Source: an optimization exercise on an open RTL-to-GDS flow (aim: small area and a short achievable clock period). Production flows keep margins and buffers that such runs may drop.
Function was checked by simulation only, so behaviour that the tests miss may differ from the original.
Power is estimated from default activity; no workload was simulated.

<file path="design.v">
package definitions;
typedef enum logic[5:0]{
 RTYPE = 6'b000000,
 ADDI = 6'b000001,
 SUBI = 6'b000010,
 ANDI = 6'b000011,
 ORI = 6'b000100,
 XORI = 6'b000101,
 LUI = 6'b000110,
 LLI = 6'b000111,
 LWR = 6'b001000,
 SWR = 6'b001001,
 LWI = 6'b001010,
 SWI = 6'b001011,
 BEQ = 6'b001100,
 BNE = 6'b001101,
 J = 6'b001110,
 JAL = 6'b001111,
 RET = 6'b010000, 
 BNEG = 6'b010001  
} opcode;
typedef enum logic[3:0]{
 ALU_ADD = 4'b0000,
 ALU_SUB = 4'b0001,
 ALU_AND = 4'b0010,
 ALU_OR = 4'b0011,
 ALU_XOR = 4'b0100,
 ALU_SLL = 4'b0101,
 ALU_SRL = 4'b0110,
 ALU_SLA = 4'b0111,
 ALU_SRA = 4'b1000,
 ALU_LUI = 4'b1001,
 ALU_LLI = 4'b1010,
 ALU_NOT = 4'b1011,  
 ALU_Z = 4'b1111  
} operation;
endpackage
module xor32
	 (input  logic [31:0] a,
	  input  logic [31:0] b,
	  output logic [31:0] y
	 );
assign y = a ^ b;
endmodule
module and32
	 (input  logic [31:0] a,
	  input  logic [31:0] b,
	  output logic [31:0] y
	 );
assign y = a & b;
endmodule
module pg32
	 (input  logic [31:0] a,
	  input  logic [31:0] b,
	  output logic [31:0] p,
	  output logic [31:0] g
	 );
assign p = a ^ b;
assign g = a & b;
endmodule
module br_cond
	 (input  logic [31:0] a,
	  input  logic [31:0] b,
	  output logic        eq,
	  output logic        neg
	 );
logic [31:0] g, p, G, P;
pg32 pg0 (.a(a), .b(b), .p(p), .g(g));
always_comb begin
	eq = ~|p;
	G = g;
	P = p;
	for (int d = 1; d < 32; d = d * 2)
		for (int i = 2 * d - 1; i < 32; i = i + 2 * d) begin
			G[i] = G[i] | (P[i] & G[i - d]);
			P[i] = P[i] & P[i - d];
		end
	neg = p[31] ^ (G[30] | (P[30] & (G[29] | (P[29] & (G[27] | (P[27] & (G[23] | (P[23] & G[15]))))))));
end
endmodule
module rf_dec
	 (input  logic [4:0]  a,
	  input  logic [31:1] blk,
	  output logic [31:1] sel
	 );
logic [3:0] lo;   
logic [7:0] hi;   
always_comb begin
	for (int j = 0; j < 4; j++)
		lo[j] = (a[1:0] == j[1:0]);
	for (int j = 0; j < 8; j++)
		hi[j] = (a[4:2] == j[2:0]);
	for (int i = 1; i < 32; i++)
		sel[i] = hi[i / 4] & lo[i % 4] & ~blk[i];
end
endmodule
module rf_wdec
	 (input  logic        we,
	  input  logic [4:0]  wa,
	  output logic [31:1] blk
	 );
always_comb
	for (int i = 1; i < 32; i++)
		blk[i] = we & (wa == i[4:0]);
endmodule
module add32
	 (input  logic [31:0] a,
	  input  logic [31:0] b,
	  input  logic        cin,
	  output logic [31:0] s,
	  output logic [31:0] p,
	  output logic [31:0] g
	 );
logic [31:0] G, P;
xor32 x0 (.a(a), .b(b), .y(p));
and32 n0 (.a(a), .b(b), .y(g));
always_comb begin
	G = g;
	P = p;
	G[0] = g[0] | (p[0] & cin);
	for (int l = 0; l < 5; l++)
		for (int i = 0; i < 32; i++)
			if (i[l]) begin
				G[i] = G[i] | (P[i] & G[((i >> l) << l) - 1]);
				P[i] = P[i] & P[((i >> l) << l) - 1];
			end
end
xor32 x1 (.a(p), .b({G[30:0], cin}), .y(s));
endmodule
module shr32
	 (input  logic [31:0] x,
	  input  logic [4:0]  amt,
	  input  logic        big,   
	  input  logic        fill,
	  output logic [31:0] y
	 );
always_comb begin
	y = x;
	if (amt[0]) y = {{1{fill}},  y[31:1]};
	if (amt[1]) y = {{2{fill}},  y[31:2]};
	if (amt[2]) y = {{4{fill}},  y[31:4]};
	if (amt[3]) y = {{8{fill}},  y[31:8]};
	if (amt[4]) y = {{16{fill}}, y[31:16]};
	if (big)    y = {32{fill}};
end
endmodule
module alu_bit
	 (input  logic [6:0] s,
	  input  logic [6:0] d,
	  output logic       r
	 );
assign r = |(s & d);
endmodule
module alu
	 (input  logic [31:0] a,
	  input  logic [31:0] b,
	  input  logic        cin,
	  input  logic        sel_sum,
	  input  logic        sel_shr,
	  input  logic        sel_shl,    
	  input  logic        sel_p,      
	  input  logic        sel_g,      
	  input  logic        sel_na,     
	  input  logic        sel_b_lo,   
	  input  logic        sel_b_hi,   
	  input  logic        fill_en,    
	  output logic [31:0] r
	 );
logic [31:0] sum, p, g, sh_in, sh_out;
add32 add0 (.a(a), .b(b), .cin(cin), .s(sum), .p(p), .g(g));
always_comb
	for (int i = 0; i < 32; i++)
		sh_in[i] = sel_shl ? b[31 - i] : b[i];
shr32 shr0 (.x(sh_in), .amt(a[4:0]), .big(|a[31:5]), .fill(fill_en & b[31]), .y(sh_out));
for (genvar i = 0; i < 32; i++) begin : g_r
	logic [6:0] s7, d7;
	assign s7 = {(i < 16) ? sel_b_lo : sel_b_hi, sel_na, sel_g, sel_p, sel_shl, sel_shr, sel_sum};
	assign d7 = {b[i], ~a[i], g[i], p[i], sh_out[31 - i], sh_out[i], sum[i]};
	alu_bit u (.s(s7), .d(d7), .r(r[i]));
end
endmodule
module rf_a22oi (input logic s0, d0, s1, d1, output logic y);
assign y = ~((s0 & d0) | (s1 & d1));
endmodule
module rf_nand2 (input logic a, b, output logic y);
assign y = ~(a & b);
endmodule
module rf_nand3 (input logic a, b, c, output logic y);
assign y = ~(a & b & c);
endmodule
module rf_nand4 (input logic a, b, c, d, output logic y);
assign y = ~(a & b & c & d);
endmodule
module rf_nor2 (input logic a, b, output logic y);
assign y = ~(a | b);
endmodule
module rf_o21ai (input logic a1, a2, b1, output logic y);
assign y = ~((a1 | a2) & b1);
endmodule
module rf_rd_tree_en
	 (input  logic [31:1] sel,
	  input  logic [31:1] d,
	  input  logic        en,
	  output logic        m0,
	  output logic        m1
	 );
logic [15:0] y;
logic [3:0]  n;
for (genvar j = 0; j < 15; j++) begin : g_l1
	rf_a22oi u (.s0(sel[2*j+1]), .d0(d[2*j+1]), .s1(sel[2*j+2]), .d1(d[2*j+2]), .y(y[j]));
end
rf_nand2 u_l1 (.a(sel[31]), .b(d[31]), .y(y[15]));
for (genvar k = 0; k < 4; k++) begin : g_l2
	rf_nand4 u (.a(y[4*k]), .b(y[4*k+1]), .c(y[4*k+2]), .d(y[4*k+3]), .y(n[k]));
end
rf_o21ai u_l3a (.a1(n[0]), .a2(n[1]), .b1(en), .y(m0));
rf_o21ai u_l3b (.a1(n[2]), .a2(n[3]), .b1(en), .y(m1));
endmodule
module rf_rd_tree
	 (input  logic [31:1] sel,
	  input  logic [31:1] d,
	  output logic        m0,
	  output logic        m1
	 );
logic [15:0] y;
logic [3:0]  n;
for (genvar j = 0; j < 15; j++) begin : g_l1
	rf_a22oi u (.s0(sel[2*j+1]), .d0(d[2*j+1]), .s1(sel[2*j+2]), .d1(d[2*j+2]), .y(y[j]));
end
rf_nand2 u_l1 (.a(sel[31]), .b(d[31]), .y(y[15]));
for (genvar k = 0; k < 4; k++) begin : g_l2
	rf_nand4 u (.a(y[4*k]), .b(y[4*k+1]), .c(y[4*k+2]), .d(y[4*k+3]), .y(n[k]));
end
rf_nor2 u_l3a (.a(n[0]), .b(n[1]), .y(m0));
rf_nor2 u_l3b (.a(n[2]), .b(n[3]), .y(m1));
endmodule
module rf_hold
	 (input  logic we,
	  input  logic nwe,
	  input  logic wd,
	  input  logic q,
	  output logic d
	 );
assign d = (we & wd) | (nwe & q);
endmodule
module mips_single_cycle
	#(parameter INS_SIZE=32)
	 (input logic clk,
	  input logic rst,  
	  input logic[INS_SIZE-1:0] instruction,
	  input logic[31:0] dm_q,
	  output logic dm_we,
	  output logic [15:0] dm_address,
	  output logic [31:0] dm_d,
	  output logic [31:0] pc_out
	 );
logic [5:0]  op;
logic [4:0]  rs, rt, rd, sa;
logic [5:0]  func;
logic [15:0] imm;
assign op   = instruction[31:26];
assign rs   = instruction[25:21];
assign rt   = instruction[20:16];
assign rd   = instruction[15:11];
assign sa   = instruction[10:6];
assign func = instruction[5:0];
assign imm  = instruction[15:0];
logic op_r, op_imm, op_lw, op_sw, op_lsi, op_beq, op_bne, op_j, op_jal, op_ret, op_bneg;
logic sext, rf_we, shamt_sel;
always_comb begin
	op_r    = (op == 6'd0);
	op_imm  = (op >= 6'd1) && (op <= 6'd7);
	op_lw   = (op == 6'd8) || (op == 6'd10);
	op_sw   = (op == 6'd9) || (op == 6'd11);
	op_lsi  = (op == 6'd10) || (op == 6'd11);   
	op_beq  = (op == 6'd12);
	op_bne  = (op == 6'd13);
	op_j    = (op == 6'd14);
	op_jal  = (op == 6'd15);
	op_ret  = (op == 6'd16);
	op_bneg = (op == 6'd17);
	sext    = (op == 6'd1) || (op == 6'd2);
	rf_we   = op_r | op_imm | op_lw | op_jal;
	shamt_sel = op_r && (func == 6'd5 || func == 6'd6 || func == 6'd7 || func == 6'd8);
end
logic        we_p;    
logic [4:0]  wa_p;    
logic [31:0] res_p;   
logic [31:1][31:0] regs;
logic [31:0] qs, qt;
logic [31:1] row_we, row_nwe, blk;
logic [31:1] rs_sel, rt_sel;
logic        hit_s, hit_t;
always_comb
	for (int i = 1; i < 32; i++) begin
		row_we[i]  = we_p & (wa_p == i[4:0]);
		row_nwe[i] = ~row_we[i];
	end
rf_wdec wdec (.we(we_p), .wa(wa_p), .blk(blk));
rf_dec dec_s (.a(rs), .blk(blk), .sel(rs_sel));
rf_dec dec_t (.a(rt), .blk(blk), .sel(rt_sel));
assign hit_s = we_p & (rs == wa_p) & ~op_lsi;
assign hit_t = we_p & (rt == wa_p);
for (genvar b = 0; b < 32; b++) begin : g_rd
	logic [31:1] col;  
	logic        sm0, sm1, tm0, tm1, snb, tnb;
	for (genvar i = 1; i < 32; i++) begin : g_c
		assign col[i] = regs[i][b];
	end
	rf_rd_tree u_t (.sel(rt_sel), .d(col), .m0(tm0), .m1(tm1));
	rf_nand2 u_sb (.a(hit_s), .b(res_p[b]), .y(snb));
	rf_nand2 u_tb (.a(hit_t), .b(res_p[b]), .y(tnb));
	rf_nand3 u_t3 (.a(tm0), .b(tm1), .c(tnb), .y(qt[b]));
	rf_nand3 u_t3o (.a(tm0), .b(tm1), .c(tnb), .y(dm_d[b]));
	if (b < 16) begin : g_imm
		logic sni;
		rf_rd_tree_en u_s (.sel(rs_sel), .d(col), .en(~op_lsi), .m0(sm0), .m1(sm1));
		rf_nand2 u_si (.a(op_lsi), .b(imm[b]), .y(sni));
		rf_nand4 u_s4 (.a(sm0), .b(sm1), .c(snb), .d(sni), .y(qs[b]));
		rf_nand4 u_s4o (.a(sm0), .b(sm1), .c(snb), .d(sni), .y(dm_address[b]));
	end else begin : g_noimm
		rf_rd_tree u_s (.sel(rs_sel), .d(col), .m0(sm0), .m1(sm1));
		rf_nand3 u_s3 (.a(sm0), .b(sm1), .c(snb), .y(qs[b]));
	end
end
logic [31:1][31:0] regs_d;
for (genvar i = 1; i < 32; i++) begin : g_wr
	for (genvar b = 0; b < 32; b++) begin : g_b
		rf_hold u_h (.we(row_we[i]), .nwe(row_nwe[i]), .wd(res_p[b]), .q(regs[i][b]), .d(regs_d[i][b]));
	end
end
always_ff @(posedge clk)
	regs <= regs_d;
logic [31:0] pc, pc1, next_pc, next_seq;
logic [3:0]  f;
logic [31:0] a_n, b_n;
logic [4:0]  wa;
logic        pass, sub;
assign pc1 = pc + 32'd1;
assign wa  = op_r ? rd : (op_jal ? 5'd31 : rt);
always_comb begin
	case (op[2:0])
		3'd1: f = 4'd0;   
		3'd2: f = 4'd1;   
		3'd3: f = 4'd2;   
		3'd4: f = 4'd3;   
		3'd5: f = 4'd4;   
		3'd6: f = 4'd9;   
		3'd7: f = 4'd10;  
		default: f = 4'd0;
	endcase
	if (op_r)
		f = func[3:0];
end
assign pass = ~op_r & ~op_imm;
assign sub  = ~pass & (f == 4'd1);
always_comb begin
	if (shamt_sel)
		a_n = {26'd0, sa[4], sa};
	else if (~pass & (f == 4'd9))
		a_n = 32'd16;
	else
		a_n = qs;
end
always_comb begin
	if (op_r)
		b_n = qt;
	else if (op_lw)
		b_n = dm_q;
	else if (op_jal)
		b_n = pc1;
	else
		b_n = {{16{imm[15] & sext}}, imm};
	if (sub)
		b_n = ~b_n;
end
logic [31:0] res_n;
alu alu0 (.a(a_n), .b(b_n), .cin(sub),
          .sel_sum(~pass & ((f == 4'd0) | (f == 4'd1))),
          .sel_shr(~pass & ((f == 4'd6) | (f == 4'd8))),
          .sel_shl(~pass & ((f == 4'd5) | (f == 4'd7) | (f == 4'd9))),
          .sel_p(~pass & ((f == 4'd3) | (f == 4'd4))),
          .sel_g(~pass & ((f == 4'd2) | (f == 4'd3))),
          .sel_na(~pass & (f == 4'd11)),
          .sel_b_lo(pass | (f == 4'd10)),
          .sel_b_hi(pass),
          .fill_en(~pass & (f == 4'd8)),
          .r(res_n));
always_ff @(posedge clk) begin
	we_p  <= rf_we & ~rst & (wa != 5'd0);
	wa_p  <= wa;
	res_p <= res_n;
end
logic eq, neg, taken;
logic [31:0] r31;
br_cond br0 (.a(qs), .b(qt), .eq(eq), .neg(neg));
assign taken = (op_beq & eq) | (op_bne & ~eq) | (op_bneg & neg);
assign r31   = row_we[31] ? res_p : regs[31];
always_comb begin
	if (op_j | op_jal)
		next_seq = {6'b0, instruction[25:0]};
	else if (op_ret)
		next_seq = r31;
	else
		next_seq = pc1;
	next_pc = taken ? {16'h0000, imm} : next_seq;
end
always_ff @(posedge clk) begin
	if (rst)
		pc <= '0;
	else
		pc <= next_pc;
end
assign pc_out     = pc;
assign dm_we      = op_sw & ~rst;
endmodule
</file>
<file path="flow/run.sh">
#!/bin/bash
# Standard ORFS layout with: synthesis sized for light loads (the layout's
# repair sizes up what timing needs), small buffers on the ports, and setup
# repair pushed past the 12 ns clock (after clock tree synthesis and again
# after global routing).
set -euo pipefail
V=("ABC_LOAD_IN_FF=1" "BUFFER_PORTS_ARGS=-buffer_cell sky130_fd_sc_hd__buf_2")
bash standard.sh cts "${V[@]}" SETUP_SLACK_MARGIN=5 TNS_END_PERCENT=100 > flow_to_cts.log 2>&1
bash standard.sh finish "${V[@]}" SETUP_SLACK_MARGIN=4.8 TNS_END_PERCENT=100 > flow_finish.log 2>&1
</file>
<file path="constraint.sdc">
create_clock -name core_clock -period 12.0 [get_ports {clk}]
set_input_delay 2.4000 -clock core_clock [delete_from_list [all_inputs] [get_ports {clk}]]
set_output_delay 2.4000 -clock core_clock [all_outputs]
set_load 0.01 [all_outputs]
</file>
<file path="standard.sh">
#!/bin/bash
# synth_recipe.tcl (not shown) runs the flow's synth.tcl, then flattens the netlist and writes it again
# the make line also repeats each setting of config.mk as NAME=value (left out here)
make -C /OpenROAD-flow-scripts/flow DESIGN_CONFIG=/design/flow/config.mk WORK_HOME=/design/flow/orfs CLKGATE_MAP_FILE= SYNTH_SCRIPT=/design/flow/synth_recipe.tcl "${@:-finish}"
</file>
<file path="config.mk">
export PLATFORM = sky130hd
export DESIGN_NAME = mips_single_cycle
export DESIGN_NICKNAME = mips_single_cycle
export VERILOG_FILES = /design/flow/design.v
export SDC_FILE = /design/flow/constraint.sdc
export NUM_CORES = 4
export LEC_CHECK = 0
export CAP_MARGIN = 20
export CORE_MARGIN = 2
export CORE_UTILIZATION = 60
export CTS_BUF_LIST = sky130_fd_sc_hd__clkbuf_8
export CTS_CLUSTER_DIAMETER = 50
export CTS_CLUSTER_SIZE = 16
export SLEW_MARGIN = 20
export SYNTH_HIERARCHICAL = 1
</file>
==> flow_summary.toml, run 1 <==
[logic_synthesis]
synth_top_family_by_area = "compound AO/OA/AOI/OAI gates"
ys_warn_count = 13
synth_compound_area_share_pct = 37.8
ys_seq_area_share_pct = 41.9
syn_area_um2 = 50700
synthSimpleGateAreaFrac_pct = 12.9
synthArstFlopShare_pct = 0
synth_xor_xnor_area_share_pct = 2.37
yosysUniqueCellTypes = 93
synth_area_per_cell_um2 = 9.76
ys_seq_elements = 1062
syn-instance-count = 5198
ys.flop_type = "dfxtp_1"
syn-num-nets = 5297
synth.area.mux_share_pct = 2.48
synthAdderAreaFrac_pct = 0.814
synth_edf_count = 0

[clock_network]
clock-sinks = 1062
cts_inserted_buffers = 105
cts_buffer_depth = 3
holdBufCountCts = 0
htree_num_levels = 3
path_clk_slew_ps = 80
cts_tree = "yes"
cts-root-buf = "clkbuf_8"
insertion_delay_ps = 870

[floorplan]
ios = 147
rows = 106
die-width_um = 295
start_util_pct = 60.6
die-height_um = 295
dieArea_um2 = 86900
core_um2 = 83700

[route]
via_count = 55400
drt_iter0_drc = 10900
final_antenna_net_count = 0
firstDrtPassIters = 13
drc = 0
viasPerCell = 8.11
finalWirelength_um = 245000
avgRoutedWirePerCell_um = 35.9

[worst_setup_path]
rrSetupSlack_ps = 4960
ff2ff_path_depth = 22
cp-end-kind = "primary output"
cp_slowest_cell = "o21ai_4"
cp_num_buf_inv = 4
path_cells = "buf_16 > or3b_4 > buf_6 > nor3_4 > buf_12 > a22oi_1 > nand4_1 > o21ai_4 > nand4_1 > buf_2"
critPathLaunchType = "input port"
r2r-start = "wa_p[0]$_DFF_P_"
cp.arrival_ps = 5110
cpMostUsedCell = "nand4_1"
timing.rr.end = "pc[3]$_SDFF_PP0_"
critPathTopFamily = "simple AND/OR/NAND/NOR gates"
path_class = "input port to primary output"
critical_path_depth = 10
crit_end = "dm_address[11]"
worstPathMaxFanout = 7
worstPathRequired_ps = 9600
max_stage_delay_ps = 530
critical_path.startpoint = "instruction[21]"

[placement]
dp_hpwl_um = 151000
gp_congestion = 1.12
placed_cells = 6562
port_buffers = 146

[sta]
fmax_mhz = 133
setup_violations = 0
finClkSkew_ps = 71.8
period_share_pct = 62.6
tightest_slew_ps = 1290
tns_ps = 0
rsz0062_at_grt = "true"
max_slew_margin_pct = 14.3
hold_viol = 0
drv_slew = 0
period_needed_ps = 7510

[global_routing]
gr-total-overflow = 0
grt_pass1_wl_um = 349000
antenna_found_initial = 14
grt_usage_pct = 54.1
grt_pass1_vias = 49200
grt_max_degree = 65

[power]
powerDensity_nw_per_um2 = 130
p_leak_uw = 0.0225
ir_drop_v = 0.000149

[min_path]
min_path_type = "flop to flop"
min-delay-start = "regs[956]$_DFF_P_"

[finish]
final_cells = 6835
final_common_cell = "dfxtp_1"
area_growth_pct = 16.2
layout_common_cells = "dfxtp_1 (1052), a22oi_1 (1034), a22o_1 (998), nand4_1 (315), nand2_1 (305)"
layout-drive-gt1-share_pct = 15.2
nets = 5710

[status]
status = "finished clean"

[flow_run]
maxCapViolCount = 0
==> cells by family after synthesis <==
family / after synthesis
AO/OA/AOI/OAI: 2418
AND/OR/NAND/NOR: 1274
flip-flops: 1062
buffers and inverters: 177
XOR/XNOR: 137
multiplexers: 97
adder cells (fa/ha/maj): 33
==> cell type report <==
class,instances,area (um2)
clock inverter,76,928
multi-input combinational,3961,30200
inverter,83,315
antenna,7,17.5
clock buffer,114,1570
timing repair buffer,398,3260
sequential,1062,21300
tap,1134,1420
fill,6479,24700
==> worst min-delay path by stage <==
stage,endpoint,slack [ps],cells after the start
global placement,regs[538]$_DFF_P_,480,1
detailed placement,regs[563]$_DFF_P_,480,1
finish,regs[956]$_DFF_P_,510,1
floorplan,regs[0]$_DFF_P_,460,1
CTS,regs[745]$_DFF_P_,500,1
global route,regs[7]$_DFF_P_,520,1
==> where the power goes <==
group	switching, uW	internal, uW
logic	714	359
clock network	1490	1200
registers	202	3690
total	2410	5250
==> modules after synthesis (local to each module, per instance), excerpt <==
module,area (um2),cells,times used
rf_a22oi,7.51,1,960
rf_nand2,3.75,1,144
br_cond,402,66,1
shr32,1970,257,1
rf_nand4,6.26,1,288
alu,616,78,1
rf_wdec,230,46,1
pg32,400,32,1
xor32,280,32,2
rf_nor2,3.75,1,96
rf_dec,312,49,2
rf_hold,8.76,1,992
add32,563,86,1
rf_nand3,5.00,1,80
==> metal layers <==
| layer | GRT usage, % | vias up | routed length [um] | share of wire [%] |
|---|---|---|---|---|
| li1 | - | 22500 | - | - |
| met1 | 68.7 | 26200 | 83500 | 34 |
| met2 | 71.5 | 5550 | 93100 | 38 |
| met3 | 28.2 | 1190 | 47700 | 19 |
| met4 | 32.5 | 24 | 20200 | 8.2 |
| met5 | 1.70 | - | 604 | 0.25 |
==> Yosys cell counts (33+ instances only) <==
cell type	instances	area, um2
a21oi_1	66	330
a222oi_1	33	330
inv_1	82	308
nor4_1	37	231
a22o_1	999	8750
clkbuf_1	49	184
a21o_1	39	293
xor2_1	82	718
ha_1	33	413
o21ai_0	67	335
and2_0	60	375
o21ai_1	34	170
nand4_1	315	1970
a22oi_1	1041	7820
nor3_1	72	360
dfxtp_1	1062	21300
nand3_1	159	796
xnor2_1	55	482
nor2_1	217	815
nand2_1	309	1160
==> timing repair <==
item,4_1_cts,5_1_grt
setup buffers,36,29
endpoints found under the setup margin,109,76
pin swaps,56,34
cloned,6,5
gates resized for setup,216,61
==> registers in the layout, indices dropped and copies added (netlist names) <==
register and cells:
pc 32, res_p 32, we_p 1, regs 992, wa_p 5
==> through the flow <==
| stage | utilization [%] | area [um2] | power (uW) | hold slack (ps) | setup slack [ps] |
|---|---|---|---|---|---|
| after floorplan | - | 51300 | 4470 | 463 | 4860 |
| after global placement | 65.1 | 54500 | 4890 | 476 | 3190 |
| after detailed placement | 65.1 | 54500 | 4890 | 481 | 3180 |
| after CTS | 69.7 | 58300 | 7510 | 505 | 4940 |
| after global routing | 70.4 | 58900 | 7790 | 515 | 4630 |
| final | 70.4 | 58900 | 7660 | 506 | 4490 |
==> run 2, diff against run 1 <==
--- a/design.v
+++ b/design.v
@@ -83,15 +83,20 @@
 	  input  logic [31:1] blk,
 	  output logic [31:1] sel
 	 );
-logic [3:0] lo;   
-logic [7:0] hi;   
-always_comb begin
-	for (int j = 0; j < 4; j++)
-		lo[j] = (a[1:0] == j[1:0]);
-	for (int j = 0; j < 8; j++)
-		hi[j] = (a[4:2] == j[2:0]);
-	for (int i = 1; i < 32; i++)
-		sel[i] = hi[i / 4] & lo[i % 4] & ~blk[i];
+logic [4:0] an;      
+logic [3:0] lo_n;    
+logic [7:0] hi_n;    
+for (genvar k = 0; k < 5; k++) begin : g_inv
+	rf_inv u (.a(a[k]), .y(an[k]));
+end
+for (genvar j = 0; j < 4; j++) begin : g_lo
+	rf_nand2 u (.a(j[1] ? a[1] : an[1]), .b(j[0] ? a[0] : an[0]), .y(lo_n[j]));
+end
+for (genvar j = 0; j < 8; j++) begin : g_hi
+	rf_nand3 u (.a(j[2] ? a[4] : an[4]), .b(j[1] ? a[3] : an[3]), .c(j[0] ? a[2] : an[2]), .y(hi_n[j]));
+end
+for (genvar i = 1; i < 32; i++) begin : g_sel
+	rf_nor3 u (.a(hi_n[i / 4]), .b(lo_n[i % 4]), .c(blk[i]), .y(sel[i]));
 end
 endmodule
 module rf_wdec
@@ -191,6 +196,12 @@
 module rf_nand4 (input logic a, b, c, d, output logic y);
 assign y = ~(a & b & c & d);
 endmodule
+module rf_inv (input logic a, output logic y);
+assign y = ~a;
+endmodule
+module rf_nor3 (input logic a, b, c, output logic y);
+assign y = ~(a | b | c);
+endmodule
 module rf_nor2 (input logic a, b, output logic y);
 assign y = ~(a | b);
 endmodule
==> run 2 against run 1 <==
  * Combinational power about the same
  * Cell count fell by 0.75%
  * Total power is essentially flat
  * Synthesized cell count hardly changed
  * Register-to-register slack better by 110 ps
  * Still clean on timing, DRC and antenna
==> flow_summary.toml, run 2 <==
[clock_network]
htree_num_levels = 3
insertion_delay_ps = 860
clock-sinks = 1062
holdBufCountCts = 0
cts_buffer_depth = 3
path_clk_slew_ps = 90
cts_inserted_buffers = 105
cts-root-buf = "clkbuf_8"
cts_tree = "yes"

[logic_synthesis]
yosys.area.top_type = "dfxtp_1"
synthTopCellsByCount = "dfxtp_1 (1062), a22oi_1 (1041), a22o_1 (999)"
synthArstFlopShare_pct = 0
yosys-top-cells-area = "dfxtp_1 (42%), a22o_1 (17%), a22oi_1 (15%)"
ys_warn_count = 12
syn-instance-count = 5196
syn-num-nets = 5295
synth_most_common_cell = "dfxtp_1"
ys_seq_area_share_pct = 42.0
synth_edf_count = 0
ys.flop_type = "dfxtp_1"
ys_seq_elements = 1062
synth_area_per_cell_um2 = 9.73
syn_area_um2 = 50600
synth_top_cell_area_share_pct = 42.0
yosysUniqueCellTypes = 89

[finish]
postLayoutCellArea_um2 = 59300
nets = 5721
layout-drive-gt1-share_pct = 15.7
layout_common_cells = "dfxtp_1 (1061), a22oi_1 (1031), a22o_1 (998), nand4_1 (315), nand2_1 (304)"
final_common_cell = "dfxtp_1"
largest-register = "regs"
area_growth_pct = 17.2
largest_reg_flops = 992
top_regs = "regs: 992 flops, pc: 32 flops, res_p: 32 flops"
fillers = 6453

[placement]
port_buffers = 146
placed_area_um2 = 54300
dp_hpwl_um = 146000
dp_slack_ps = 3320
gp_congestion = 1.14

[route]
drc = 0
final_antenna_net_count = 0
avgRoutedWirePerCell_um = 35.8
wl_met1_um = 83700
drt_iter0_drc = 11500
wl_met2_um = 91400
viasPerCell = 8.12
via_count = 55100
finalWirelength_um = 243000
firstDrtPassIters = 10
top_layer = "met5"
routed-wl-met3_um = 45500

[sta]
drv_slew = 0
tns_ps = 0
rsz0062_at_grt = "true"
finalWorstSetupSlack_ps = 4590
tightest_slew_ps = 1120
period_needed_ps = 7410
setup_violations = 0
hold_viol = 0
max_slew_margin_pct = 25.4
period_share_pct = 61.7
finClkSkew_ps = 68.1
fmax_mhz = 135

[worst_setup_path]
cp-end-kind = "primary output"
worstPathMaxFanout = 32
cp.arrival_ps = 5010
rrSetupSlack_ps = 5070
path_class = "input port to primary output"
critPathLaunchType = "input port"
worstPathRequired_ps = 9600

[floorplan]
start_util_pct = 60.5
ios = 147
core_um2 = 83600
die-height_um = 294
die-width_um = 294
rows = 106
dieArea_um2 = 86600

[global_routing]
grt_usage_pct = 52.9
grt_pass1_vias = 48700
antenna_found_initial = 9
grt_pass1_wl_um = 341000
gr-total-overflow = 0
grt_max_degree = 65

[power]
sequentialPowerShare_pct = 50.3
p_sw_uw = 2390
powerDensity_nw_per_um2 = 129
clkPwrFrac_pct = 35.5
p_leak_uw = 0.0228
power.internal_uw = 5270
ir_drop_v = 0.000170
swShare_pct = 31.2
pwr-share-comb_pct = 14.2

[status]
status = "finished clean"

[flow_run]
maxCapViolCount = 0

[min_path]
min_path_type = "flop to flop"
-- run 2: changes by cell type after synthesis, moves of 4 or more --
cell	previous run	this run
or3b_4	4	0
nand2_1	309	313
nor4_1	37	23
inv_1	82	92
nor3_1	72	86
buf_6	14	6
nand3_1	159	173
nand3b_1	6	0
nand2b_1	19	11
-- run 2: layer usage --
layer  up-vias  track usage, %
li1      22400               -
met1     26100            69.3
met2      5349            70.8
met3      1197            22.9
met4        14            33.1
met5         -          0.0567
-- run 2: per-stage QoR --
step                      util (%)  cells  hold WS (ps)  total power, uW
final                         71.0   6784           505             7660
after global routing          71.0   6784           517             7800
after CTS                     69.7   6725           504             7530
after detailed placement      65.0   6516           479             4870
after global placement        65.0   6516           475             4860
after floorplan                  -   5196           463             4470
-- run 2: cells by family after synthesis --
kind of cell	synth area share, %
compound gates	37.9
xor+xnor	2.37
fa+ha+maj	0.817
buf+inv	1.63
flops	42.0
mux	2.48
simple gates	12.7
-- run 2: area by class of cell --
type	instances	area [um2]	area share, %
multi-input cells	3957	30300	51.1
flip-flops and latches	1062	21300	35.9
repair buffers	403	3450	5.82
clock buffers	109	1500	2.53
well taps	1080	1350	2.28
clock inverters	79	1050	1.76
inverters	93	380	0.642
diodes	1	2.50	0.00422
-- run 2: final timing paths --
kind	from	endpoint	cells after the start
worst max register to register	we_p$_DFF_P_	res_p[9]$_DFF_P_	19
worst max-delay path	instruction[20]	dm_d[5]	11
worst min-delay path	regs[444]$_DFF_P_	regs[444]$_DFF_P_	1
worst min register to register	regs[444]$_DFF_P_	regs[444]$_DFF_P_	1
-- run 2: what timing repair did --
| action | in CTS | in global routing |
|---|---|---|
| setup endpoints to repair | 97 | 75 |
| setup buffers | 14 | 49 |
| cloned | 7 | 9 |
| pin swaps | 52 | 50 |
| resized for setup | 253 | 76 |
-- run 2: modules after synthesis, one instance, submodules excluded, a selection --
module,cells inside,times used,flops+latches
rf_wdec,46,1,0
shr32,257,1,0
rf_hold,1,992,0
rf_o21ai,1,32,0
rf_nand3,1,96,0
and32,32,1,0
mips_single_cycle,1719,1,1062
br_cond,66,1,0
rf_nor3,1,62,0
add32,86,1,0
-- run 2: critical path, stage by stage --
cell        delay (ps)
buf_6              170
clkinvlp_4         170
buf_12             160
nand3_4            130
nor3_4              60
buf_6              220
a22oi_1            250
nand4_1            440
nor2_4             560
nand3_1            200
buf_2              190
-- run 2: power groups by stage --
| stage | logic [uW] | registers [uW] | clock network (uW) |
|---|---|---|---|
| floorplan | 537 | 3930 | 0 |
| detailed placement | 950 | 3920 | 0 |
| finish | 1090 | 3850 | 2720 |
| global route | 1100 | 3870 | 2830 |
| global placement | 943 | 3910 | 0 |
| CTS | 984 | 3840 | 2710 |
==> run 3, diff against run 2 <==
--- a/design.v
+++ b/design.v
@@ -308,8 +308,11 @@
 		row_nwe[i] = ~row_we[i];
 	end
 rf_wdec wdec (.we(we_p), .wa(wa_p), .blk(blk));
-rf_dec dec_s (.a(rs), .blk(blk), .sel(rs_sel));
-rf_dec dec_t (.a(rt), .blk(blk), .sel(rt_sel));
+logic [31:1] rs_sel_hi, rt_sel_hi;
+rf_dec dec_s  (.a(rs), .blk(blk), .sel(rs_sel));
+rf_dec dec_t  (.a(rt), .blk(blk), .sel(rt_sel));
+rf_dec dec_sh (.a(rs), .blk(blk), .sel(rs_sel_hi));
+rf_dec dec_th (.a(rt), .blk(blk), .sel(rt_sel_hi));
 assign hit_s = we_p & (rs == wa_p) & ~op_lsi;
 assign hit_t = we_p & (rt == wa_p);
 for (genvar b = 0; b < 32; b++) begin : g_rd
@@ -318,7 +321,9 @@
 	for (genvar i = 1; i < 32; i++) begin : g_c
 		assign col[i] = regs[i][b];
 	end
-	rf_rd_tree u_t (.sel(rt_sel), .d(col), .m0(tm0), .m1(tm1));
+	logic [31:1] tsel;
+	assign tsel = (b < 16) ? rt_sel : rt_sel_hi;
+	rf_rd_tree u_t (.sel(tsel), .d(col), .m0(tm0), .m1(tm1));
 	rf_nand2 u_sb (.a(hit_s), .b(res_p[b]), .y(snb));
 	rf_nand2 u_tb (.a(hit_t), .b(res_p[b]), .y(tnb));
 	rf_nand3 u_t3 (.a(tm0), .b(tm1), .c(tnb), .y(qt[b]));
@@ -330,7 +335,7 @@
 		rf_nand4 u_s4 (.a(sm0), .b(sm1), .c(snb), .d(sni), .y(qs[b]));
 		rf_nand4 u_s4o (.a(sm0), .b(sm1), .c(snb), .d(sni), .y(dm_address[b]));
 	end else begin : g_noimm
-		rf_rd_tree u_s (.sel(rs_sel), .d(col), .m0(sm0), .m1(sm1));
+		rf_rd_tree u_s (.sel(rs_sel_hi), .d(col), .m0(sm0), .m1(sm1));
 		rf_nand3 u_s3 (.a(sm0), .b(sm1), .c(snb), .y(qs[b]));
 	end
 end
==> run 3 against run 2 <==
  * Still clean
  * Critical path depth is 8 higher
  * Clock power decreased by 1%
  * Combinational power about the same
  * Utilization decreased by 1.2 points
  * Wire length is 1.5% lower
  * Critical path type is now input port to flop
  * Largest cell class unchanged
  * Largest power group unchanged
==> flow_summary.toml, run 3 <==
[power]
pwr-share-comb_pct = 14.0
clkPwrFrac_pct = 35.3
powerDensity_nw_per_um2 = 130
ir_drop_v = 0.000127
swShare_pct = 31.3
power.internal_uw = 5210
p_leak_uw = 0.0225
sequentialPowerShare_pct = 50.7
p_sw_uw = 2380

[logic_synthesis]
synth_most_common_cell = "dfxtp_1"
ys_warn_count = 12
syn_area_um2 = 51000
ys_seq_area_share_pct = 41.7
synthArstFlopShare_pct = 0
syn-num-nets = 5391
yosysUniqueCellTypes = 89
synth_edf_count = 0
ys_seq_elements = 1062
yosys-top-cells-area = "dfxtp_1 (42%), a22o_1 (17%), a22oi_1 (15%)"
synth_top_cell_area_share_pct = 41.7
synth_area_per_cell_um2 = 9.64
yosys.area.top_type = "dfxtp_1"
synthTopCellsByCount = "dfxtp_1 (1062), a22oi_1 (1041), a22o_1 (999)"
syn-instance-count = 5292
ys.flop_type = "dfxtp_1"

[route]
avgRoutedWirePerCell_um = 34.4
drt_iter0_drc = 10100
viasPerCell = 7.98
final_antenna_net_count = 0
finalWirelength_um = 239000
firstDrtPassIters = 10
drc = 0
via_count = 55500

[sta]
period_share_pct = 61.1
max_slew_margin_pct = 12.2
finalWorstSetupSlack_ps = 4670
tightest_slew_ps = 1300
hold_ws_ps = 500
period_needed_ps = 7330
rsz0062_at_grt = "true"
setup_violations = 0
drv_slew = 0
hold_viol = 0
fmax_mhz = 136
tns_ps = 0
finClkSkew_ps = 69.5

[floorplan]
rows = 106
core_um2 = 84000
dieArea_um2 = 87400
die-width_um = 296
start_util_pct = 60.8
ios = 147
die-height_um = 296

[finish]
fillers = 6663
nets = 5827
final_common_cell = "dfxtp_1"
layout_common_cells = "dfxtp_1 (1062), a22oi_1 (1041), a22o_1 (998), nand4_1 (315), nand2_1 (308)"
multi_input_area_um2 = 30200
area_growth_pct = 14.8
area.sequential_um2 = 21300
top_regs = "regs: 992 flops, pc: 32 flops, res_p: 32 flops"
largest-register = "regs"
layout-drive-gt1-share_pct = 15.6
largest_reg_flops = 992
fin_util_pct = 69.8

[worst_setup_path]
worstPathRequired_ps = 12760
cp.arrival_ps = 8090
max_stage_delay_ps = 790
path_cells = "buf_4 > inv_1 > nand3_1 > nor3_2 > buf_4 > a22oi_1 > nand4_1 > nor2_2 > nand3_1 > o221ai_1 > xnor2_1 > buf_4 > and2_0 > nor2_1 > a222oi_1 > o311ai_0 > o21ai_0 > a22oi_1 > nand3_1"
critical_path.startpoint = "instruction[19]"
cp_slowest_cell = "and2_0"
worstPathMaxFanout = 17
r2r-start = "wa_p[1]$_DFF_P_"
path_class = "input port to flop"
cp-end-kind = "flop"
critPathLaunchType = "input port"

[clock_network]
cts-root-buf = "clkbuf_8"
holdBufCountCts = 0
htree_num_levels = 3
cts_tree = "yes"
insertion_delay_ps = 850
cts_inserted_buffers = 106
clock-sinks = 1062
cts_buffer_depth = 3
path_clk_slew_ps = 90

[min_path]
min_path_type = "flop to flop"
min-delay-start = "regs[140]$_DFF_P_"

[placement]
port_buffers = 146
gp_congestion = 1.09
dp_hpwl_um = 158000
dp_slack_ps = 3370

[global_routing]
grt_usage_pct = 52.5
gr-total-overflow = 0
antenna_found_initial = 18
grt_pass1_vias = 50900
grt_pass1_wl_um = 342000
grt_max_degree = 66

[status]
status = "finished clean"

[flow_run]
maxCapViolCount = 0
[run 3: changes by cell type after synthesis, sizes merged]
cell,before,now
nand2,314,322
nand3,173,189
nor3,91,153
inv,93,103
[run 3: final cells by class]
cell class	instances	area share, %
multi-input cells	4044	51.5
flip-flops and latches	1062	36.3
repair buffers	410	4.81
clock buffers	111	2.61
well taps	1134	2.42
clock inverters	86	1.65
inverters	103	0.673
diodes	5	0.0214
repair inverters	1	0.00854
[run 3: timing repair]
item / in CTS / in global routing
gates cloned: 4 / 0
pin swaps: 17 / 10
gates resized for setup: 102 / 33
buffers inserted: 15 / 11
setup endpoints to repair: 111 / 50
[run 3: final timing paths]
kind                  endpoint  slack, ps  cells after the start
max reg2reg   res_p[8]$_DFF_P_       5210                     18
min reg2reg  regs[140]$_DFF_P_        500                      1
min          regs[140]$_DFF_P_        500                      1
max           res_p[8]$_DFF_P_       4670                     19
[run 3: per-module statistics from Yosys, one instance, submodules excluded, a selection]
| module | flip-flops and latches | cell area [um2] | cells |
|---|---|---|---|
| alu_bit | 0 | 30.0 | 4 |
| pg32 | 0 | 400 | 32 |
| rf_o21ai | 0 | 5.00 | 1 |
| rf_a22oi | 0 | 7.51 | 1 |
| rf_nor2 | 0 | 3.75 | 1 |
| rf_nand3 | 0 | 5.00 | 1 |
| rf_hold | 0 | 8.76 | 1 |
| alu | 0 | 616 | 78 |
| rf_nand2 | 0 | 3.75 | 1 |
[run 3: through the flow]
stage / instance area, um2 / std cells / power (uW)
6_report: 58600 / 6956 / 7590
5_1_grt: 58600 / 6953 / 7730
4_1_cts: 58300 / 6940 / 7480
3_5_place_dp: 55200 / 6724 / 4880
3_3_place_gp: 55200 / 6723 / 4860
2_1_floorplan: 51000 / 5292 / 4470
[run 3: cells by family after synthesis]
kind of cell / Yosys count / synth area share [%]
flops: 1062 / 41.7
simple gates: 1356 / 13.4
mux: 97 / 2.46
xor+xnor: 137 / 2.35
fa+ha+maj: 33 / 0.809
compound gates: 2418 / 37.6
buf+inv: 189 / 1.68
[run 3: power by group through the flow]
stage                     registers [uW]  logic (uW)  clock network [uW]
after global placement              3910         953                   0
final                               3850        1060                2680
after CTS                           3840         988                2650
after floorplan                     3930         535                   0
after detailed placement            3920         962                   0
after global routing                3860        1080                2790
[run 3: routing by layer]
| metal | wire length [um] | GRT usage, % | up-vias |
|---|---|---|---|
| li1 | - | - | 22800 |
| met1 | 80700 | 63.2 | 26100 |
| met2 | 95800 | 74.5 | 5256 |
| met3 | 40700 | 23.1 | 1376 |
| met4 | 21400 | 37.3 | 26 |
| met5 | 322 | 1.39 | - |
[run 3: critical path: cells and delay by family]
family	cells	cell delay, ps
AND/OR/NAND/NOR	8	2570
XOR/XNOR	1	140
AO/OA/AOI/OAI	6	1960
buffers and inverters	4	970
==> run 4, diff against run 3 <==
--- a/flow/run.sh
+++ b/flow/run.sh
@@ -6,4 +6,4 @@
 set -euo pipefail
 V=("ABC_LOAD_IN_FF=1" "BUFFER_PORTS_ARGS=-buffer_cell sky130_fd_sc_hd__buf_2")
 bash standard.sh cts "${V[@]}" SETUP_SLACK_MARGIN=5 TNS_END_PERCENT=100 > flow_to_cts.log 2>&1
-bash standard.sh finish "${V[@]}" SETUP_SLACK_MARGIN=4.8 TNS_END_PERCENT=100 > flow_finish.log 2>&1
+bash standard.sh finish "${V[@]}" SETUP_SLACK_MARGIN=5.0 TNS_END_PERCENT=100 > flow_finish.log 2>&1
==> run 4 against run 3 <==
  * Critical endpoint is now dm_d[19]
  * First-iteration DRC count down 1.9%
  * Worst setup slack better by 150 ps
  * Clock power about the same
  * Global-route usage unchanged
  * Highest routed layer unchanged
  * Critical path depth down 9
  * Die area unchanged
  * Clock skew up 2.9 ps
  * Total power up 0.35%
  * Non-clock buffer count up 42
  * Utilization up 1.1 points
  * Fmax up 2.1%
  * Still clean
  * Synthesized cell count unchanged
==> flow_summary.toml, run 4 <==
[sta]
period_share_pct = 59.8
hold_viol = 0
finClkSkew_ps = 72.3
drv_slew = 0
tns_ps = 0
setup_violations = 0
rsz0062_at_grt = "true"
hold_ws_ps = 503
period_needed_ps = 7180
tightest_slew_ps = 1320
fmax_mhz = 139
max_slew_margin_pct = 10.7

[placement]
port_buffers = 146
gp_congestion = 1.09
placed_cells = 6724
dp_hpwl_um = 158000

[logic_synthesis]
ys_warn_count = 12
synth_most_common_cell = "dfxtp_1"
syn-instance-count = 5292
synthTopCellsByCount = "dfxtp_1 (1062), a22oi_1 (1041), a22o_1 (999)"
synth_area_per_cell_um2 = 9.64
ys_seq_area_share_pct = 41.7
syn-num-nets = 5391
synth_edf_count = 0
yosysUniqueCellTypes = 89
ys.flop_type = "dfxtp_1"
yosys.area.top_type = "dfxtp_1"
syn_area_um2 = 51000
synth_top_cell_area_share_pct = 41.7
yosys-top-cells-area = "dfxtp_1 (42%), a22o_1 (17%), a22oi_1 (15%)"
synthArstFlopShare_pct = 0
ys_seq_elements = 1062

[finish]
nets = 5871
largest-register = "regs"
final_cells = 7000
layout-drive-gt1-share_pct = 17.0
largest_reg_flops = 992
area_growth_pct = 16.6
final_common_cell = "dfxtp_1"
top_regs = "regs: 992 flops, pc: 32 flops, res_p: 32 flops"
layout_common_cells = "dfxtp_1 (1062), a22oi_1 (1030), a22o_1 (998), nand4_1 (315), nand2_1 (304)"

[clock_network]
insertion_delay_ps = 860
cts_tree = "yes"
cts_inserted_buffers = 106
htree_num_levels = 3
cts-root-buf = "clkbuf_8"
path_clk_slew_ps = 90
clock-sinks = 1062
cts_buffer_depth = 3

[power]
powerDensity_nw_per_um2 = 128
ir_drop_v = 0.000127
p_leak_uw = 0.0229

[route]
viasPerCell = 7.99
avgRoutedWirePerCell_um = 34.4
final_antenna_net_count = 0
via_count = 55900
finalWirelength_um = 241000
firstDrtPassIters = 11
drc = 0
drt_iter0_drc = 9872

[worst_setup_path]
worstPathRequired_ps = 9600
cp.arrival_ps = 4780
path_class = "input port to primary output"
critPathLaunchType = "input port"
cp-end-kind = "primary output"
worstPathMaxFanout = 16

[flow_run]
maxCapViolCount = 0

[status]
status = "finished clean"

[floorplan]
ios = 147
rows = 106
die-height_um = 296
start_util_pct = 60.8
die-width_um = 296
core_um2 = 84000
dieArea_um2 = 87400

[global_routing]
antenna_found_initial = 10
gr-total-overflow = 0
grt_pass1_wl_um = 342000
grt_pass1_vias = 50900
grt_usage_pct = 52.5
grt_max_degree = 66

[min_path]
min_path_type = "flop to flop"
run 4: cell families (layout without fill, tap and decap cells):
group	after synthesis	count (layout)	synth area share [%]
other cells	0	5	0
simple gates	1356	1359	13.4
fa+ha+maj	33	33	0.809
mux	97	97	2.46
buf+inv	189	753	1.68
xor+xnor	137	137	2.35
compound gates	2418	2420	37.6
flops	1062	1062	41.7
run 4: cell type report:
type | count | area, um2
Antenna cell | 5 | 12.5
Timing Repair Buffer | 452 | 3320
Clock inverter | 86 | 966
Timing Repair inverter | 1 | 5.00
Fill cell | 6529 | 24400
Tap cell | 1134 | 1420
Multi-Input combinational cell | 4046 | 30600
Clock buffer | 111 | 1530
Inverter | 103 | 405
Sequential cell | 1062 | 21300
run 4: per-layer routing:
| metal | up-vias | share of wire [%] | track usage, % |
|---|---|---|---|
| met5 | - | 0.10 | 1.39 |
| met2 | 5391 | 40 | 74.5 |
| met3 | 1484 | 17 | 23.1 |
| met1 | 26100 | 33 | 63.2 |
| met4 | 14 | 9.4 | 37.3 |
| li1 | 22900 | - | - |
run 4: final timing paths:
| kind | start | endpoint | slack, ps | cells past startpoint |
|---|---|---|---|---|
| worst min-delay path | regs[140]$_DFF_P_ | regs[140]$_DFF_P_ | 500 | 1 |
| worst max-delay path | instruction[18] | dm_d[19] | 4820 | 10 |
| worst max register to register | we_p$_DFF_P_ | pc[30]$_SDFF_PP0_ | 5190 | 19 |
| worst min register to register | regs[140]$_DFF_P_ | regs[140]$_DFF_P_ | 500 | 1 |
run 4: where the power goes:
part / total, uW / switching, uW / internal [uW]
clock network: 2680 / 1510 / 1170
registers: 3850 / 156 / 3690
logic: 1090 / 726 / 360
run 4: critical path: stages:
cell and delay [ps]:
buf_6 240, inv_1 180, nand3_1 230, nor3_2 70
buf_4 240, a22oi_1 230, nand4_1 420, nor2_4 380
nand3_4 190, buf_2 190
run 4: modules after synthesis, one instance, submodules excluded, excerpt:
module,cells inside,area (um2),times used
add32,86,563,1
alu,78,616,1
alu_bit,4,30.0,32
and32,32,200,1
br_cond,66,402,1
mips_single_cycle,1719,25000,1
pg32,32,400,1
rf_inv,1,3.75,20
rf_nand3,1,5.00,112
rf_nand4,1,6.26,288
rf_nor2,1,3.75,96
rf_nor3,1,5.00,124
rf_o21ai,1,5.00,32
rf_wdec,46,230,1
xor32,32,280,2
run 4: what timing repair did:
item | CTS | global route
gates cloned | 4 | 3
endpoints found under the setup margin | 111 | 107
hold buffers | 0 | 0
pin swaps | 17 | 39
resized for setup | 102 | 146
buffers inserted | 15 | 52
run 4: stage by stage:
step / utilization, % / total power [uW] / setup WS (ps) / cell area [um2]
6_report: 70.9 / 7610 / 4820 / 59500
5_1_grt: 70.9 / 7760 / 4900 / 59500
4_1_cts: 69.5 / 7480 / 4990 / 58300
3_5_place_dp: 65.8 / 4880 / 3370 / 55200
3_3_place_gp: 65.7 / 4860 / 3490 / 55200
2_1_floorplan: - / 4470 / 4970 / 51000
==> run 5, diff against run 4 <==
--- a/design.v
+++ b/design.v
@@ -300,7 +300,6 @@
 logic [31:1][31:0] regs;
 logic [31:0] qs, qt;
 logic [31:1] row_we, row_nwe, blk;
-logic [31:1] rs_sel, rt_sel;
 logic        hit_s, hit_t;
 always_comb
 	for (int i = 1; i < 32; i++) begin
@@ -308,11 +307,11 @@
 		row_nwe[i] = ~row_we[i];
 	end
 rf_wdec wdec (.we(we_p), .wa(wa_p), .blk(blk));
-logic [31:1] rs_sel_hi, rt_sel_hi;
-rf_dec dec_s  (.a(rs), .blk(blk), .sel(rs_sel));
-rf_dec dec_t  (.a(rt), .blk(blk), .sel(rt_sel));
-rf_dec dec_sh (.a(rs), .blk(blk), .sel(rs_sel_hi));
-rf_dec dec_th (.a(rt), .blk(blk), .sel(rt_sel_hi));
+logic [3:0][31:1] rs_selq, rt_selq;
+for (genvar q = 0; q < 4; q++) begin : g_dec
+	rf_dec dec_s (.a(rs), .blk(blk), .sel(rs_selq[q]));
+	rf_dec dec_t (.a(rt), .blk(blk), .sel(rt_selq[q]));
+end
 assign hit_s = we_p & (rs == wa_p) & ~op_lsi;
 assign hit_t = we_p & (rt == wa_p);
 for (genvar b = 0; b < 32; b++) begin : g_rd
@@ -321,8 +320,9 @@
 	for (genvar i = 1; i < 32; i++) begin : g_c
 		assign col[i] = regs[i][b];
 	end
-	logic [31:1] tsel;
-	assign tsel = (b < 16) ? rt_sel : rt_sel_hi;
+	logic [31:1] tsel, ssel;
+	assign tsel = rt_selq[b / 8];
+	assign ssel = rs_selq[b / 8];
 	rf_rd_tree u_t (.sel(tsel), .d(col), .m0(tm0), .m1(tm1));
 	rf_nand2 u_sb (.a(hit_s), .b(res_p[b]), .y(snb));
 	rf_nand2 u_tb (.a(hit_t), .b(res_p[b]), .y(tnb));
@@ -330,12 +330,12 @@
 	rf_nand3 u_t3o (.a(tm0), .b(tm1), .c(tnb), .y(dm_d[b]));
 	if (b < 16) begin : g_imm
 		logic sni;
-		rf_rd_tree_en u_s (.sel(rs_sel), .d(col), .en(~op_lsi), .m0(sm0), .m1(sm1));
+		rf_rd_tree_en u_s (.sel(ssel), .d(col), .en(~op_lsi), .m0(sm0), .m1(sm1));
 		rf_nand2 u_si (.a(op_lsi), .b(imm[b]), .y(sni));
 		rf_nand4 u_s4 (.a(sm0), .b(sm1), .c(snb), .d(sni), .y(qs[b]));
 		rf_nand4 u_s4o (.a(sm0), .b(sm1), .c(snb), .d(sni), .y(dm_address[b]));
 	end else begin : g_noimm
-		rf_rd_tree u_s (.sel(rs_sel_hi), .d(col), .m0(sm0), .m1(sm1));
+		rf_rd_tree u_s (.sel(ssel), .d(col), .m0(sm0), .m1(sm1));
 		rf_nand3 u_s3 (.a(sm0), .b(sm1), .c(snb), .y(qs[b]));
 	end
 end
--- a/flow/run.sh
+++ b/flow/run.sh
@@ -6,4 +6,4 @@
 set -euo pipefail
 V=("ABC_LOAD_IN_FF=1" "BUFFER_PORTS_ARGS=-buffer_cell sky130_fd_sc_hd__buf_2")
 bash standard.sh cts "${V[@]}" SETUP_SLACK_MARGIN=5 TNS_END_PERCENT=100 > flow_to_cts.log 2>&1
-bash standard.sh finish "${V[@]}" SETUP_SLACK_MARGIN=5.0 TNS_END_PERCENT=100 > flow_finish.log 2>&1
+bash standard.sh finish "${V[@]}" SETUP_SLACK_MARGIN=4.8 TNS_END_PERCENT=100 > flow_finish.log 2>&1
==> run 5 against run 4 <==
  * Still clean
  * Sequential cell count stayed put
  * Count of clock-buffer cells in the layout is 7 higher
  * Cell area hardly changed
  * Fmax is 2.4% lower
  * Register-to-register slack worse by 170 ps
==> flow_summary.toml, run 5 <==
[clock_network]
clock-sinks = 1062
cts-root-buf = "clkbuf_8"
cts_buffer_depth = 3
htree_num_levels = 3
holdBufCountCts = 0
insertion_delay_ps = 860
cts_inserted_buffers = 105
path_clk_slew_ps = 100
cts_tree = "yes"

[logic_synthesis]
synthAdderAreaFrac_pct = 0.795
synthArstFlopShare_pct = 0
yosys-top-cells-area = "dfxtp_1 (41%), a22o_1 (17%), a22oi_1 (15%)"
syn-num-nets = 5583
synth_area_per_cell_um2 = 9.47
ys_seq_elements = 1062
syn-instance-count = 5484
yosys.area.top_type = "dfxtp_1"
yosysUniqueCellTypes = 89
synth_top_family_by_area = "compound AO/OA/AOI/OAI gates"
ys_warn_count = 12
synth.area.mux_share_pct = 2.42
synth_compound_area_share_pct = 36.9
syn_area_um2 = 51900
synth_most_common_cell = "dfxtp_1"
ys_seq_area_share_pct = 40.9
synthSimpleGateAreaFrac_pct = 14.8
synth_edf_count = 0
synthTopCellsByCount = "dfxtp_1 (1062), a22oi_1 (1041), a22o_1 (999)"
synth_xor_xnor_area_share_pct = 2.31
ys.flop_type = "dfxtp_1"
synth_top_cell_area_share_pct = 40.9

[route]
viasPerCell = 8.08
drc = 0
final_antenna_net_count = 0
via_count = 57500
finalWirelength_um = 246000
firstDrtPassIters = 14
avgRoutedWirePerCell_um = 34.6
drt_iter0_drc = 11600

[sta]
finalWorstSetupSlack_ps = 4640
tns_ps = 0
period_needed_ps = 7360
rsz0062_at_grt = "true"
hold_viol = 0
setup_violations = 0
fmax_mhz = 136
period_share_pct = 61.3
tightest_slew_ps = 1260
drv_slew = 0
max_slew_margin_pct = 15.1
finClkSkew_ps = 52.8

[floorplan]
core_um2 = 85400
start_util_pct = 60.8
rows = 107
ios = 147
die-height_um = 298
dieArea_um2 = 88900
die-width_um = 298

[finish]
largest_reg_flops = 992
multi_input_area_um2 = 31300
final_cells = 7119
final_common_cell = "dfxtp_1"
layout-drive-gt1-share_pct = 15.1
largest-register = "regs"
fin_util_pct = 69.6
nets = 5986
area.sequential_um2 = 21300
area_growth_pct = 14.5
postLayoutCellArea_um2 = 59500
fillers = 6788
layout_common_cells = "dfxtp_1 (1053), a22oi_1 (1040), a22o_1 (998), nand2_1 (317), nand4_1 (315)"
top_regs = "regs: 992 flops, pc: 32 flops, res_p: 32 flops"

[worst_setup_path]
worstPathRequired_ps = 12760
worstPathMaxFanout = 34
path_class = "input port to flop"
cp-end-kind = "flop"
critPathLaunchType = "input port"
cp.arrival_ps = 8110

[power]
p_leak_uw = 0.0226
powerDensity_nw_per_um2 = 127
ir_drop_v = 0.000132

[placement]
dp_hpwl_um = 170000
gp_congestion = 1.07
dp_slack_ps = 3220
placed_area_um2 = 55300
port_buffers = 146
placed_cells = 6896

[global_routing]
gr-total-overflow = 0
antenna_found_initial = 8
grt_pass1_wl_um = 355000
grt_usage_pct = 52.8
grt_pass1_vias = 52800
grt_max_degree = 66

[min_path]
min_path_type = "flop to flop"

[status]
status = "finished clean"

[flow_run]
maxCapViolCount = 0
-- run 5: power by group --
group | switching, uW | internal, uW
Sequential | 184 | 3690
Combinational | 716 | 348
Clock | 1480 | 1110
Total | 2380 | 5150
-- run 5: per-stage QoR --
step                      total power (uW)  hold slack, ps
after global placement                4880             475
after floorplan                       4480             463
after detailed placement              4890             479
after CTS                             7400             503
after global routing                  7680             521
final                                 7520             505
-- run 5: worst paths after layout --
kind	start	end	slack, ps	cells after the start
max	instruction[18]	pc[28]$_SDFF_PP0_	4640	19
min reg2reg	regs[304]$_DFF_P_	regs[304]$_DFF_P_	510	1
max reg2reg	wa_p[3]$_DFF_P_	pc[17]$_SDFF_PP0_	5020	20
min	regs[304]$_DFF_P_	regs[304]$_DFF_P_	510	1
-- run 5: cells by family after synthesis --
kind of cell | Yosys count
buffers and inverters | 209
AND/OR/NAND/NOR | 1528
flip-flops | 1062
adder cells (fa/ha/maj) | 33
XOR/XNOR | 137
AO/OA/AOI/OAI | 2418
multiplexers | 97
-- run 5: layout make-up --
| type | instances | area share (%) |
|---|---|---|
| multi-input cells | 4214 | 52.6 |
| flip-flops and latches | 1062 | 35.8 |
| repair buffers | 381 | 4.42 |
| clock buffers | 118 | 2.73 |
| well taps | 1144 | 2.41 |
| clock inverters | 72 | 1.32 |
| inverters | 123 | 0.783 |
| diodes | 5 | 0.0210 |
-- run 5: per-layer routing --
metal  track usage [%]  part of all wire, %  up-vias
met1              68.1                   35    27000
met3              18.4                   17     1413
met4              36.4                  9.2       10
li1                  -                    -    23500
met2              73.8                   40     5629
met5             0.271                0.044        -
-- run 5: timing repair --
action	4_1_cts	5_1_grt
buffers inserted	6	18
gates resized for setup	213	100
cloned	1	0
setup endpoints to repair	94	64
pin swaps	5	11
-- run 5: worst max-delay path: stages --
cell and delay, ps:
buf_6 340, inv_1 180, nand3_1 430, nor3_4 140, buf_4 190, a22oi_1 220, nand4_1 140, nor2_1 490
nand3_1 310, ha_1 390, nor4_1 810, nand4_1 250, nor2_1 360, xor2_1 140, o21ai_0 210, o21ai_2 80
buf_4 250, or2_2 460, a311oi_1 260
-- run 5: per-module statistics from Yosys (local to each module, per instance), excerpt --
module / flip-flops and latches / area, um2 / times used
add32: 0 / 563 / 1
mips_single_cycle: 1062 / 25000 / 1
pg32: 0 / 400 / 1
rf_a22oi: 0 / 7.51 / 960
rf_nand3: 0 / 5.00 / 144
rf_nand4: 0 / 6.26 / 288
shr32: 0 / 1970 / 1

## re-timing with driven ports
How much do the figures lean on ideal ports? The routed layouts below were timed once more, with nothing changed but the port constraints.
Step 1: set_driving_cell puts a clkbuf_16 on clk and a buf_2 on each other input, an assumption about the parent block.
Step 2 times the ports against the registers' clock, not the clock port: input delays grow and output delays shrink by t, the midpoint of the rising clock arrivals with the driver on.
Slacks: ideal ports / drivers / drivers and shift; pairs: ideal ports / drivers.
run	t, ns	setup slack, ns	hold WS [ns]	clock arrival spread, ns
run 1	0.902	4.493 / 4.307 / 3.731	0.506 / 0.506 / 0.506	0.072 / 0.072
run 2	0.902	4.592 / 4.549 / 3.831	0.505 / 0.505 / 0.505	0.068 / 0.068
run 3	0.893	4.668 / 4.540 / 3.713	0.500 / 0.500 / 0.500	0.081 / 0.081
run 4	0.892	4.820 / 4.686 / 3.859	0.503 / 0.503 / 0.503	0.080 / 0.080
run 5	0.912	4.642 / 4.596 / 3.724	0.505 / 0.505 / 0.505	0.052 / 0.053
After both steps setup and hold are still met in every run listed. For run 4, which loses most, drivers alone change the setup slack by -0.134 ns; drivers and shift together by -0.961 ns.
